From an optimization exercise on the open Yosys and OpenROAD flow, aimed at small area, a short achievable clock period and few clock cycles per item; shortcuts taken in it are not production practice.
Only simulation tests tie the RTL to the original design; equivalence was not proved.
Power and IR drop assume default switching activity.

Setup of rev 12:
## float_add_module
module float_add_module
  (
   input         clk,
   input         rstn,
   input  [31:0] a,
   input  [31:0] b,
   output [31:0] result,
   input         start_sig,
   output [3:0]  done_sig
   );
For scale: about 37 flip-flops, about 100 I/O pins, roughly 9200 µm² of cells after synthesis.
==> flow/config.mk <==
export PLATFORM = sky130hd
export DESIGN_NAME = float_add_module
export DESIGN_NICKNAME = float_add_module
export VERILOG_FILES = /design/flow/design.v
export SDC_FILE = /design/flow/constraint.sdc
export NUM_CORES = 4
export LEC_CHECK = 0
export ABC_AREA = 1
export CAP_MARGIN = 20
export CORE_MARGIN = 2
export CORE_UTILIZATION = 40
export SETUP_SLACK_MARGIN = 4
export SLEW_MARGIN = 20
==> flow/constraint.sdc <==
create_clock -name core_clock -period 10.0 [get_ports {clk}]
set_input_delay 2.0000 -clock core_clock [delete_from_list [all_inputs] [get_ports {clk}]]
set_output_delay 2.0000 -clock core_clock [all_outputs]
set_load 0.01 [all_outputs]
standard.sh (not shown) runs the stock make flow with config.mk's settings and CLKGATE_MAP_FILE= SYNTH_SCRIPT=/design/flow/synth_recipe.tcl, a recipe that flattens the netlist after the stock synthesis.
==> flow/flow/run.sh <==
#!/bin/bash
# The standard layout (the standard.sh), with two changes:
#  * ADDER_MAP_FILE is empty, so synthesis does not extract full and half
#    adder cells; ABC maps the adders' prefix networks as ordinary logic
#  * the port buffers are plain buffers (sky130_fd_sc_hd__buf_2) instead of
#    the delay cells buffer_ports picks by default
# All of make's output goes to flow_make.log here; ORFS keeps its own
# per-step logs under orfs/logs.
set -euo pipefail
cd "$(dirname "$0")/.."
bash standard.sh "ADDER_MAP_FILE=" \
  "BUFFER_PORTS_ARGS=-buffer_cell sky130_fd_sc_hd__buf_2" finish > flow_make.log 2>&1
Testbench counts of rev 12, summed over its fixed seeds: cycles 4,096, items 2,048.
Input-level comparison between rev 13 and rev 12:
Settings: SETUP_SLACK_MARGIN removed (was 4).
Notes after the runs:
- Row final layout net count: rev 13 lower / rev 12 higher
- [compare] base=rev 12 new=rev 13: utilization of the core after routing now smaller, worst setup slack went down, number of clock buffers in the layout about even, combinational fraction of design power decreased by 3.3 points relative to the old numbers, layout overhead on the synthesized area fell by 21 points.
- Rev 13 -> rev 12: tightest hold margin flat
- Clock network fraction of design power: rev 13 higher than rev 12
- The final reports for rev 13 and rev 12 show routed length per placed instance lower in the former.

---

The RTL this note starts from:
==> flow/design.v <==
module fa_padd #(parameter W = 8)
  (input [W-1:0] x, input [W-1:0] y, input ci, output [W-1:0] s, output co);
   wire [W-1:0] p0 = x ^ y;
   reg  [W-1:0] g, p;
   integer      l, i;
   always @* begin
      g = x & y;
      p = p0;
      g[0] = g[0] | (p[0] & ci);
      for (l = 1; (1 << (l - 1)) < W; l = l + 1)
        for (i = (1 << l) - 1; i < W; i = i + (1 << l)) begin
           g[i] = g[i] | (p[i] & g[i - (1 << (l - 1))]);
           p[i] = p[i] & p[i - (1 << (l - 1))];
        end
      for (l = 8; l > 0; l = l - 1)
        if ((1 << l) <= 2 * W)
          for (i = (1 << l) + (1 << (l - 1)) - 1; i < W; i = i + (1 << l)) begin
             g[i] = g[i] | (p[i] & g[i - (1 << (l - 1))]);
             p[i] = p[i] & p[i - (1 << (l - 1))];
          end
   end
   assign s  = p0 ^ {g[W-2:0], ci};
   assign co = g[W-1];
endmodule
module float_add_module
  (
   input         clk,
   input         rstn,
   input  [31:0] a,
   input  [31:0] b,
   output [31:0] result,
   input         start_sig,
   output [3:0]  done_sig
   );
   wire        sa = a[31];
   wire        sb = b[31];
   wire [7:0]  ea = a[30:23];
   wire [7:0]  eb = b[30:23];
   wire [22:0] fa = a[22:0];
   wire [22:0] fb = b[22:0];
   wire [7:0]  dab, dba;
   wire        cab, cba;
   fa_padd #(8) u_dab (.x(ea), .y(~eb), .ci(1'b1), .s(dab), .co(cab));
   fa_padd #(8) u_dba (.x(eb), .y(~ea), .ci(1'b1), .s(dba), .co(cba));
   wire        swe  = ~cab;                 
   wire        eeq  = cab & cba;            
   wire [7:0]  d    = swe ? dba : dab;
   wire        swap = swe | (eeq & (fa < fb));
   wire        sx = swap ? sb : sa;
   wire        sy = swap ? sa : sb;
   wire [22:0] fx = swap ? fb : fa;
   wire [22:0] fy = swap ? fa : fb;
   wire [7:0]  ex = swe ? eb : ea;
   wire [23:0] sigy = {1'b1, fy};
   wire        dbig = |d[7:5];
   wire [25:0] s0 = {sigy, 2'b00};
   wire [25:0] s1 = d[0] ? {1'b0,  s0[25:1]}  : s0;
   wire [25:0] s2 = d[1] ? {2'b0,  s1[25:2]}  : s1;
   wire [25:0] s3 = d[2] ? {4'b0,  s2[25:4]}  : s2;
   wire [25:0] s4 = d[3] ? {8'b0,  s3[25:8]}  : s3;
   wire [25:0] s5 = d[4] ? {16'b0, s4[25:16]} : s4;
   wire [25:0] yw = dbig ? 26'd0 : s5;
   wire [4:0]  dm2   = d[4:0] - 5'd2;
   wire [22:0] smask = (d[4:0] < 5'd3) ? 23'd0 : ~(23'h7fffff << dm2);
   wire [22:0] sfy   = fy & smask & {21'h1fffff, ~(d[4:0] == 5'd25), ~(d[4:0] >= 5'd24)};
   wire        dlo   = (d[7:5] == 3'd0) & (d[4:0] <= 5'd25);
   wire        dmid  = ~dlo & (d <= 8'd46);
   wire        sticky = dmid | (dlo & |sfy);
   wire        quirk = sy & (d >= 8'd47);
   wire        op = sx ^ sy;
   wire        opy = op & ~quirk;
   wire [26:0] xw = {2'b01, fx, 2'b00} ^ {27{quirk}};
   wire [26:0] yv = {1'b0, yw} ^ {27{opy}};
   wire [26:0] m;
   wire        mco;
   fa_padd #(27) u_add (.x(xw), .y(yv), .ci((opy & ~sticky) | quirk), .s(m), .co(mco));
   reg  [26:0] rm;
   reg  [7:0]  rex;
   reg         rs;
   reg         busy;
   always @(posedge clk) begin
      rm  <= m;
      rex <= ex;
      rs  <= sx ^ quirk;
   end
   always @(posedge clk)
     if (!rstn)
       busy <= 1'b0;
     else
       busy <= start_sig & ~busy;
   wire [31:0] mz  = {rm, 5'b11111};
   wire        z16 = ~|mz[31:16];
   wire [15:0] q16 = z16 ? mz[15:0] : mz[31:16];
   wire        z8  = ~|q16[15:8];
   wire [7:0]  q8  = z8 ? q16[7:0] : q16[15:8];
   wire        z4  = ~|q8[7:4];
   wire [3:0]  q4  = z4 ? q8[3:0] : q8[7:4];
   wire        z2  = ~|q4[3:2];
   wire [1:0]  q2  = z2 ? q4[1:0] : q4[3:2];
   wire        z1  = ~q2[1];
   wire [4:0]  lz  = {z16, z8, z4, z2, z1};
   wire [26:0] n4 = z16 ? {rm[10:0], 16'd0} : rm;
   wire [26:0] n3 = z8  ? {n4[18:0], 8'd0} : n4;
   wire [26:0] n2 = z4  ? {n3[22:0], 4'd0} : n3;
   wire [26:0] n1 = z2  ? {n2[24:0], 2'd0} : n2;
   wire [26:0] n0 = z1  ? {n1[25:0], 1'b0} : n1;
   wire [8:0]  eq1   = {1'b0, rex} + 9'd1;
   wire        mzero = ~|rm[26:2];          
   wire [9:0]  en;
   wire        enc;
   fa_padd #(10) u_en (.x({1'b0, eq1}), .y(~{5'd0, lz}), .ci(1'b1), .s(en), .co(enc));  
   wire [22:0] frac;
   wire        fco;
   fa_padd #(23) u_rnd (.x(n0[25:3]), .y(23'd0), .ci(n0[2]), .s(frac), .co(fco));
   wire over  = ~mzero & (en[9:8] == 2'b01);
   wire under = ~mzero & (en[9:8] == 2'b11);
   wire zero  = mzero;
   assign result   = (over | under | zero) ? 32'h3F800000 : {rs, en[7:0], frac};
   assign done_sig = {over, under, zero, busy};
endmodule
clock: 10.0 ns
lec_check: 0
abc_area: 1
cap_margin: 0
core_margin: 2
core_utilization: 40
setup_slack_margin: 3.5
slew_margin: 0
Scripts as last shown in full above: flow/flow/run.sh
Testbench counts at the start, summed over its fixed seeds: cycles 4,096, items 2,048.
==> next run, changes <==
--- a/flow/flow/run.sh
+++ b/flow/flow/run.sh
@@ -1,3 +1,6 @@
 #!/bin/bash
-# The standard layout (the standard.sh), with two changes:
+# The standard layout (the standard.sh), with three changes:
+#  * synthesis runs flow/synth_abc.tcl: the standard flow's own synthesis script, except
+#    that ABC maps with flow/abc.script (delay-targeted mapping with area
+#    recovery) instead of ORFS's abc_area.script
 #  * ADDER_MAP_FILE is empty, so synthesis does not extract full and half
@@ -10,3 +13,7 @@
 cd "$(dirname "$0")/.."
+W=$(pwd)
+export MY_ABC_SCRIPT="$W/flow/abc.script"
+export FLOW_SYNTH_TCL="$W/synth_recipe.tcl"
 bash standard.sh "ADDER_MAP_FILE=" \
-  "BUFFER_PORTS_ARGS=-buffer_cell sky130_fd_sc_hd__buf_2" finish > flow_make.log 2>&1
+  "BUFFER_PORTS_ARGS=-buffer_cell sky130_fd_sc_hd__buf_2" \
+  "SYNTH_SCRIPT=$W/flow/synth_abc.tcl" finish > flow_make.log 2>&1
==> flow/flow/abc.script (new file) <==
strash
dch
map -D 3500
topo
stime -c
buffer -c
upsize -c
dnsize -c
==> flow/flow/synth_abc.tcl (new file) <==
# The standard flow's synthesis script (synth_recipe.tcl, which runs ORFS's synth.tcl) with
# one change: ABC maps the logic with flow/abc.script, a delay-targeted
# mapping with area recovery, instead of ORFS's own abc_area.script.
# Registers are not touched by ABC (no -dff), so they keep their names.
proc abc {args} {
  set i [lsearch -exact $args -script]
  if {$i >= 0} { lset args [expr {$i + 1}] $::env(MY_ABC_SCRIPT) }
  yosys abc {*}$args
}
source $::env(FLOW_SYNTH_TCL)
--- a/flow/config.mk
+++ b/flow/config.mk
@@ -8,6 +8,5 @@
 export ABC_AREA = 1
-export CAP_MARGIN = 0
+export CAP_MARGIN = 20
 export CORE_MARGIN = 2
 export CORE_UTILIZATION = 40
-export SETUP_SLACK_MARGIN = 3.5
-export SLEW_MARGIN = 0
+export SLEW_MARGIN = 20
- setup slack got worse by 2.4 ns
- flip-flop and latch count does not change
- cell area came out lower by about a fifth
- combinational power came out lower by roughly a tenth
- synthesized cell count came out lower by about a fifth
==> next run, changes <==
==> flow/flow/run.sh (replaced) <==
#!/bin/bash
# The standard layout (the standard.sh), with two changes:
#  * ADDER_MAP_FILE is empty, so synthesis does not extract full and half
#    adder cells; ABC maps the adders' prefix networks as ordinary logic
#  * the port buffers are plain buffers (sky130_fd_sc_hd__buf_2) instead of
#    the delay cells buffer_ports picks by default
# All of make's output goes to flow_make.log here; ORFS keeps its own
# per-step logs under orfs/logs.
set -euo pipefail
cd "$(dirname "$0")/.."
bash standard.sh "ADDER_MAP_FILE=" \
  "BUFFER_PORTS_ARGS=-buffer_cell sky130_fd_sc_hd__buf_2" finish > flow_make.log 2>&1
--- a/flow/config.mk
+++ b/flow/config.mk
@@ -11,2 +11,3 @@
 export CORE_UTILIZATION = 40
+export SETUP_SLACK_MARGIN = 3.5
 export SLEW_MARGIN = 20
removed: flow/flow/abc.script
removed: flow/flow/synth_abc.tcl
Sequential power falls by a few percent; global-route usage is about the same; clock-buffer cell count stays the same; design area increases by about a fifth; sequential share of layout area decreases by 1.5 points; setup slack gets better by 2.4 ns; synthesized area rose by about a fifth; synthesized cell count increases by a quarter to a third; worst hold slack barely changes; clock skew is unchanged; first-iteration DRC count fell by about a fifth.
==> next run, changes <==
--- a/flow/config.mk
+++ b/flow/config.mk
@@ -11,3 +11,2 @@
 export CORE_UTILIZATION = 40
-export SETUP_SLACK_MARGIN = 3.5
 export SLEW_MARGIN = 20
Outcome: The new run ran to the end with no violations. Via count came out lower by 3.6%. Hold slack barely changes. Routed wire length drops by 8.1%. Clock power stays flat. Critical path depth falls by 1.

[what the ideal ports hide]
No port has a modelled driver above. Below, the same layouts with a new extraction and two added sets of constraints. Step 1: set_driving_cell puts a clkbuf_16 on clk and a buf_2 on each other input, an assumption about the parent block. Step 2 also shifts input and output timing later by t, the mid clock arrival at the registers, as if the neighbouring blocks saw the same clock. Slacks: ideal ports / drivers / drivers and shift; pairs: ideal ports / drivers.
run | shift t [ns] | slack for setup (ns) | worst setup path at the end | cell pins on the clock port's net
rev 12 | 0.310 | 3.897 / 3.860 / 4.028 | input to register | 1
rev 13 | 0.311 | 2.606 / 2.570 / 2.882 | register to output | 1
the first run of note 2 | 0.313 | 3.804 / 3.768 / 3.586 | input to register | 1
the second run of note 2 | 0.314 | 1.417 / 1.380 / 1.694 | register to output | 1
the third run of note 2 | 0.313 | 3.804 / 3.768 / 3.586 | input to register | 1
the fourth run of note 2 | 0.314 | 2.835 / 2.798 / 3.112 | register to output | 1
After both steps every run listed still meets setup and hold.
